From an optimization exercise on the open Yosys and OpenROAD flow, aimed at small area, a short achievable clock period and few clock cycles per item; shortcuts taken in it are not production practice. At most, simulation tests tie the RTL to the original design; equivalence was not proved. No activity file was given, so power comes from the tool's default toggle rates.

==> flow/design.v <==
`timescale 1ns / 1ps
module input_buffer #(
    parameter N = 15
)(
    input              i_clk,
    input      [7:0]   i_mem_pixel,
    output reg [N*8-1:0] o_taps
);
    always @(posedge i_clk) begin
        o_taps <= {o_taps[(N-1)*8-1:0], i_mem_pixel};
    end
endmodule
`timescale 1ns / 1ps
module image_filter #(
    parameter H = 6
)(
    input                i_clk,
    input                i_nrst,
    input      [3:0]     i_mode,           
    input                i_valid,
    input      [(2*H+3)*8-1:0] i_taps,
    output reg           o_wstb,
    output reg           o_wstb_int,       
    output reg [7:0]     o_filtered_pixel
);
    wire ident = i_mode[0];
    wire sharp = i_mode[1];
    wire edged = i_mode[2];
    wire blur  = i_mode[3];
    wire [7:0] p00 = i_taps[(2*H+2)*8 +: 8];
    wire [7:0] p01 = i_taps[(  H+2)*8 +: 8];
    wire [7:0] p02 = i_taps[(    2)*8 +: 8];
    wire [7:0] p10 = i_taps[(2*H+1)*8 +: 8];
    wire [7:0] p11 = i_taps[(  H+1)*8 +: 8];
    wire [7:0] p12 = i_taps[(    1)*8 +: 8];
    wire [7:0] p20 = i_taps[(2*H  )*8 +: 8];
    wire [7:0] p21 = i_taps[(  H  )*8 +: 8];
    wire [7:0] p22 = i_taps[(    0)*8 +: 8];
    reg  [9:0]  x1, d1;
    reg  [7:0]  c1;
    reg         v1;
    wire [12:0] s2;
    wire [12:0] opa = blur  ? {2'b0, c1, 3'b111} :
                      edged ? {2'b0, c1, 3'b010} :
                      sharp ? {3'b0, c1, 2'b01}  : {5'b0, c1};
    wire [12:0] opb = blur  ? {2'b0, x1, 1'b0} :
                      ident ? 13'd0 : ~{3'b0, x1};
    wire [12:0] ope = blur  ? {3'b0, d1} :
                      edged ? ~{3'b0, d1} :
                      sharp ? {5'b0, c1} : 13'd0;
    wire [12:0] css = opa ^ opb ^ ope;
    wire [12:0] csc = {(opa[11:0] & opb[11:0]) | (opa[11:0] & ope[11:0]) | (opb[11:0] & ope[11:0]), blur};
    assign s2 = css + csc;
    reg  [7:0]  clamped;
    always @(*) begin
        if (blur)
            clamped = s2[12] ? 8'hff : s2[11:4];
        else if (s2[12])
            clamped = 8'h00;
        else if (|s2[11:8])
            clamped = 8'hff;
        else
            clamped = s2[7:0];
    end
    always @(posedge i_clk) begin
        x1 <= p01 + p10 + p12 + p21;
        d1 <= p00 + p02 + p20 + p22;
        c1 <= ident ? p22 : p11;
        o_filtered_pixel <= clamped;
    end
    always @(posedge i_clk or negedge i_nrst) begin
        if (!i_nrst) begin
            v1         <= 1'b0;
            o_wstb     <= 1'b0;
        end else begin
            v1         <= i_valid;
            o_wstb     <= v1;
        end
    end
    always @(posedge i_clk) begin
        o_wstb_int <= v1;
    end
endmodule
`timescale 1ns / 1ps
module gpu_arithmetic #(
    parameter PIXEL_WIDTH           = 8,
    parameter H                     = 6
)(
    input                      i_clk,
    input                      i_nrst,
    input   [PIXEL_WIDTH-1:0]  i_mem_pixel,
    input   [3:0]              i_mode,
    input                      i_valid,
    output                     o_wstb,
    output                     o_wstb_int,
    output  [PIXEL_WIDTH-1:0]  o_filtered_pixel
);
    localparam N = 2*H + 3;                  
    wire [N*8-1:0] taps;
    input_buffer #(
        .N                  (N                  )
    ) i_input_buffer (
        .i_clk              (i_clk              ),
        .i_mem_pixel        (i_mem_pixel        ),
        .o_taps             (taps               )
    );
    image_filter #(
        .H                  (H                  )
    ) i_image_filter (
        .i_clk              (i_clk              ),
        .i_nrst             (i_nrst             ),
        .i_mode             (i_mode             ),
        .i_valid            (i_valid            ),
        .i_taps             (taps               ),
        .o_wstb             (o_wstb             ),
        .o_wstb_int         (o_wstb_int         ),
        .o_filtered_pixel   (o_filtered_pixel   )
    );
endmodule
`timescale 1ns / 1ps
module gpu_controller #(
    parameter ZP_IMAGE_WIDTH        = 34,
    parameter ZP_IMAGE_HEIGHT       = 34,
    parameter H                     = 6
)(
    input               i_clk,
    input               i_nrst,
    input               i_start_pulse,
    input      [1:0]    i_filter_type,
    output     [17:0]   o_mem_addr,
    output reg [3:0]    o_mode,      
    output reg          o_win_valid,
    input               i_wstb,          
    input               i_wstb_int,      
    output reg          o_finish_pulse,
    output     [17:0]   o_filtered_addr
);
    localparam W    = ZP_IMAGE_WIDTH;
    localparam OW   = ZP_IMAGE_WIDTH - 2;
    localparam OH   = ZP_IMAGE_HEIGHT - 2;
    localparam R    = H - 2;                 
    localparam NS   = OH / R;                
    localparam KB   = 3;
    localparam XB   = 6;
    localparam SB   = 3;
    localparam JB   = 2;
    localparam CB   = 5;
    localparam AB   = 11;
    localparam NB   = SB + CB + JB;          
    reg            start_q;
    reg            running;
    reg  [KB-1:0]  k;
    reg  [XB-1:0]  x;
    reg  [SB-1:0]  s;
    reg  [AB-1:0]  addr;
    reg  [NB-1:0]  cnt;
    wire ident   = o_mode[0];
    wire k_end   = (k == H-1);
    wire x_end   = (x == W-1);
    wire s_end   = (s == NS-1);
    wire [KB-1:0] k_first = ident ? 2 : 0;
    wire [XB-1:0] x_first = ident ? 2 : 0;
    localparam [AB-1:0] STEP_ROW   = W;
    localparam [AB-1:0] STEP_COL_N = 1 - (H-1)*W;
    localparam [AB-1:0] STEP_COL_I = 1 - (R-1)*W;
    localparam [AB-1:0] STEP_STR_N = -W - (W-1);
    localparam [AB-1:0] STEP_STR_I = W - (OW-1);
    reg [AB-1:0] step;
    always @(*) begin
        if (!k_end)      step = STEP_ROW;
        else if (!x_end) step = ident ? STEP_COL_I : STEP_COL_N;
        else             step = ident ? STEP_STR_I : STEP_STR_N;
    end
    assign o_mem_addr      = {{(18-AB){1'b0}}, addr};
    assign o_filtered_addr = {{(18-NB){1'b0}}, cnt[NB-1 -: SB], cnt[JB-1:0], cnt[JB +: CB]};
    always @(posedge i_clk or negedge i_nrst) begin
        if (!i_nrst) begin
            start_q        <= 1'b0;
            running        <= 1'b0;
            o_win_valid    <= 1'b0;
            o_finish_pulse <= 1'b0;
        end else begin
            start_q        <= i_start_pulse;
            if (start_q)
                running    <= 1'b1;
            else if (k_end && x_end && s_end)
                running    <= 1'b0;
            o_win_valid    <= running && (k >= 2 && x >= 2);
            o_finish_pulse <= i_wstb && (&cnt);
        end
    end
    always @(posedge i_clk) begin
        if (i_start_pulse)
            o_mode <= 4'b0001 << i_filter_type;
        if (start_q) begin
            k      <= k_first;
            x      <= x_first;
            s      <= 0;
            addr   <= ident ? W + 1 : 0;
            cnt    <= 0;
        end else begin
            addr <= addr + step;
            if (!k_end) begin
                k <= k + 1'b1;
            end else begin
                k <= k_first;
                if (!x_end) begin
                    x <= x + 1'b1;
                end else begin
                    x <= x_first;
                    s <= s + 1'b1;
                end
            end
            cnt <= cnt + i_wstb_int;
        end
    end
endmodule
`timescale 1ns / 1ps
module mini_gpu #(
    parameter PIXEL_WIDTH           = 8,
    parameter ADDR_WIDTH            = 18,
    parameter FILTER_WIDTH          = 2,
    parameter ARRAY_WIDTH           = 4,
    parameter ZP_IMAGE_WIDTH        = 34,
    parameter ZP_IMAGE_HEIGHT       = 34
)(
    input                      i_clk,
    input                      i_nrst,
    input   [PIXEL_WIDTH-1:0]  i_mem_pixel,
    output  [ADDR_WIDTH-1 :0]  o_mem_addr,
    input                      i_start_pulse,
    input   [FILTER_WIDTH-1:0] i_filter_type,
    output                     o_finish_pulse,
    output                     o_filtered_wstb,
    output  [ADDR_WIDTH-1 :0]  o_filtered_addr,
    output  [PIXEL_WIDTH-1:0]  o_filtered_pixel
);
    localparam H = 6;                        
    wire       win_valid;
    wire       wstb_int;
    wire       last_write;
    wire [3:0] mode;                         
    wire [PIXEL_WIDTH-1:0] pixel;
    gpu_controller #(
        .ZP_IMAGE_WIDTH     (ZP_IMAGE_WIDTH     ),
        .ZP_IMAGE_HEIGHT    (ZP_IMAGE_HEIGHT    ),
        .H                  (H                  )
    ) i_gpu_controller (
        .i_clk              (i_clk              ),
        .i_nrst             (i_nrst             ),
        .i_start_pulse      (i_start_pulse      ),
        .i_filter_type      (i_filter_type      ),
        .o_mem_addr         (o_mem_addr         ),
        .o_mode             (mode               ),
        .o_win_valid        (win_valid          ),
        .i_wstb             (o_filtered_wstb    ),
        .i_wstb_int         (wstb_int           ),
        .o_finish_pulse     (o_finish_pulse     ),
        .o_filtered_addr    (o_filtered_addr    )
    );
    gpu_arithmetic #(
        .PIXEL_WIDTH        (PIXEL_WIDTH        ),
        .H                  (H                  )
    ) i_gpu_arithmetic (
        .i_clk              (i_clk              ),
        .i_nrst             (i_nrst             ),
        .i_mem_pixel        (i_mem_pixel        ),
        .i_mode             (mode               ),
        .i_valid            (win_valid          ),
        .o_wstb             (o_filtered_wstb    ),
        .o_wstb_int         (wstb_int           ),
        .o_filtered_pixel   (o_filtered_pixel   )
    );
endmodule
clock: 20.0 ns
lec_check: 0
cap_margin: 20
core_margin: 2
core_utilization: 50
slew_margin: 20
standard.sh (not shown) runs the stock make flow with config.mk's settings and CLKGATE_MAP_FILE= SYNTH_SCRIPT=/design/flow/synth_recipe.tcl, a recipe that flattens the netlist after the stock synthesis.
==> flow/flow/run.sh <==
#!/bin/bash
# Standard layout, with plain buffers on the ports, a lighter clock tree, and
# stronger cells on the output paths (flow/pre_dpl.tcl, before detailed
# placement).
set -euo pipefail
bash standard.sh \
  "BUFFER_PORTS_ARGS=-buffer_cell sky130_fd_sc_hd__buf_1" \
  "CTS_ARGS=-sink_clustering_enable -repair_clock_nets -dont_use_dummy_load -buf_list sky130_fd_sc_hd__clkbuf_8 -root_buf sky130_fd_sc_hd__clkbuf_16 -sink_clustering_size 16 -sink_clustering_max_diameter 150" \
  "PRE_DETAIL_PLACE_TCL=$PWD/flow/pre_dpl.tcl" \
  finish > standard.log 2>&1
==> flow/flow/pre_dpl.tcl <==
# Before detailed placement: give the output ports stronger port buffers and
# stronger flip-flops to drive them (same cells, higher drive strength).
set up {
  sky130_fd_sc_hd__buf_1   sky130_fd_sc_hd__buf_2
  sky130_fd_sc_hd__dfxtp_1 sky130_fd_sc_hd__dfxtp_2
  sky130_fd_sc_hd__dfrtp_1 sky130_fd_sc_hd__dfrtp_2
}
proc driver_of {net} {
  foreach pin [get_pins -quiet -of_objects $net] {
    if {[get_property $pin direction] == "output"} { return [get_cells -of_objects $pin] }
  }
  return ""
}
set n 0
foreach port [get_ports *] {
  if {[get_property $port direction] != "output"} continue
  set buf [driver_of [get_nets [get_full_name $port]]]
  if {$buf == ""} continue
  set ref [get_property $buf ref_name]
  if {![dict exists $up $ref]} continue
  replace_cell [get_full_name $buf] [dict get $up $ref]
  incr n
  set ff [driver_of [get_nets -of_objects [get_pins [get_full_name $buf]/A]]]
  if {$ff == ""} continue
  set fref [get_property $ff ref_name]
  if {[dict exists $up $fref]} {
    replace_cell [get_full_name $ff] [dict get $up $fref]
    incr n
  }
}
puts "pre_dpl: resized $n cells"
Change:
--- a/flow/design.v
+++ b/flow/design.v
@@ -148,5 +148,4 @@
     localparam AB   = 11;
     localparam NB   = SB + CB + JB;          
-    reg            start_q;
     reg            running;
     reg  [KB-1:0]  k;
@@ -161,4 +160,5 @@
     wire [KB-1:0] k_first = ident ? 2 : 0;
     wire [XB-1:0] x_first = ident ? 2 : 0;
+    wire          start_ident = (i_filter_type == 2'd0);
     localparam [AB-1:0] STEP_ROW   = W;
     localparam [AB-1:0] STEP_COL_N = 1 - (H-1)*W;
@@ -176,11 +176,9 @@
     always @(posedge i_clk or negedge i_nrst) begin
         if (!i_nrst) begin
-            start_q        <= 1'b0;
             running        <= 1'b0;
             o_win_valid    <= 1'b0;
             o_finish_pulse <= 1'b0;
         end else begin
-            start_q        <= i_start_pulse;
-            if (start_q)
+            if (i_start_pulse)
                 running    <= 1'b1;
             else if (k_end && x_end && s_end)
@@ -191,11 +189,10 @@
     end
     always @(posedge i_clk) begin
-        if (i_start_pulse)
+        if (i_start_pulse) begin
             o_mode <= 4'b0001 << i_filter_type;
-        if (start_q) begin
-            k      <= k_first;
-            x      <= x_first;
+            k      <= start_ident ? 2 : 0;
+            x      <= start_ident ? 2 : 0;
             s      <= 0;
-            addr   <= ident ? W + 1 : 0;
+            addr   <= start_ident ? W + 1 : 0;
             cnt    <= 0;
         end else begin
Result: Worst setup slack is worse by 0.0078 ns. Global-route usage stays flat. Die area is higher slightly. Power climbs by a few percent. Via count hardly moves. Design area goes up slightly.
Testbench counts after the change, summed over its fixed seeds: cycles 35,640, frames 24.
For the first run of this note, only the layout was checked, not whether the RTL still works.

## what the ideal ports hide
How much do the figures lean on ideal ports? The routed layouts below were timed once more, with nothing changed but the port constraints. Step 1, drivers: a clkbuf_16 drives i_clk and a buf_2 each remaining input, both assumed. Step 2 times the ports against the registers' clock, not the clock port: input delays grow and output delays shrink by t, the midpoint of the rising clock arrivals with the driver on. Three values: ideal ports, drivers, drivers and shift; two values: the first two.
| run | t (ns) | slack for setup (ns) | worst setup path at the end | worst register clock-pin slew, ns |
|---|---|---|---|---|
| the first run | 0.417 | 15.097 / 15.055 / 15.379 | input to register | 0.12 / 0.12 |
| the second run | 0.410 | 15.089 / 15.046 / 14.831 | input to register | 0.10 / 0.10 |
After both steps setup and hold are still met in every run listed. The setup slack of the second run, which loses most, moves by -0.043 ns with the drivers and by -0.258 ns with both steps.
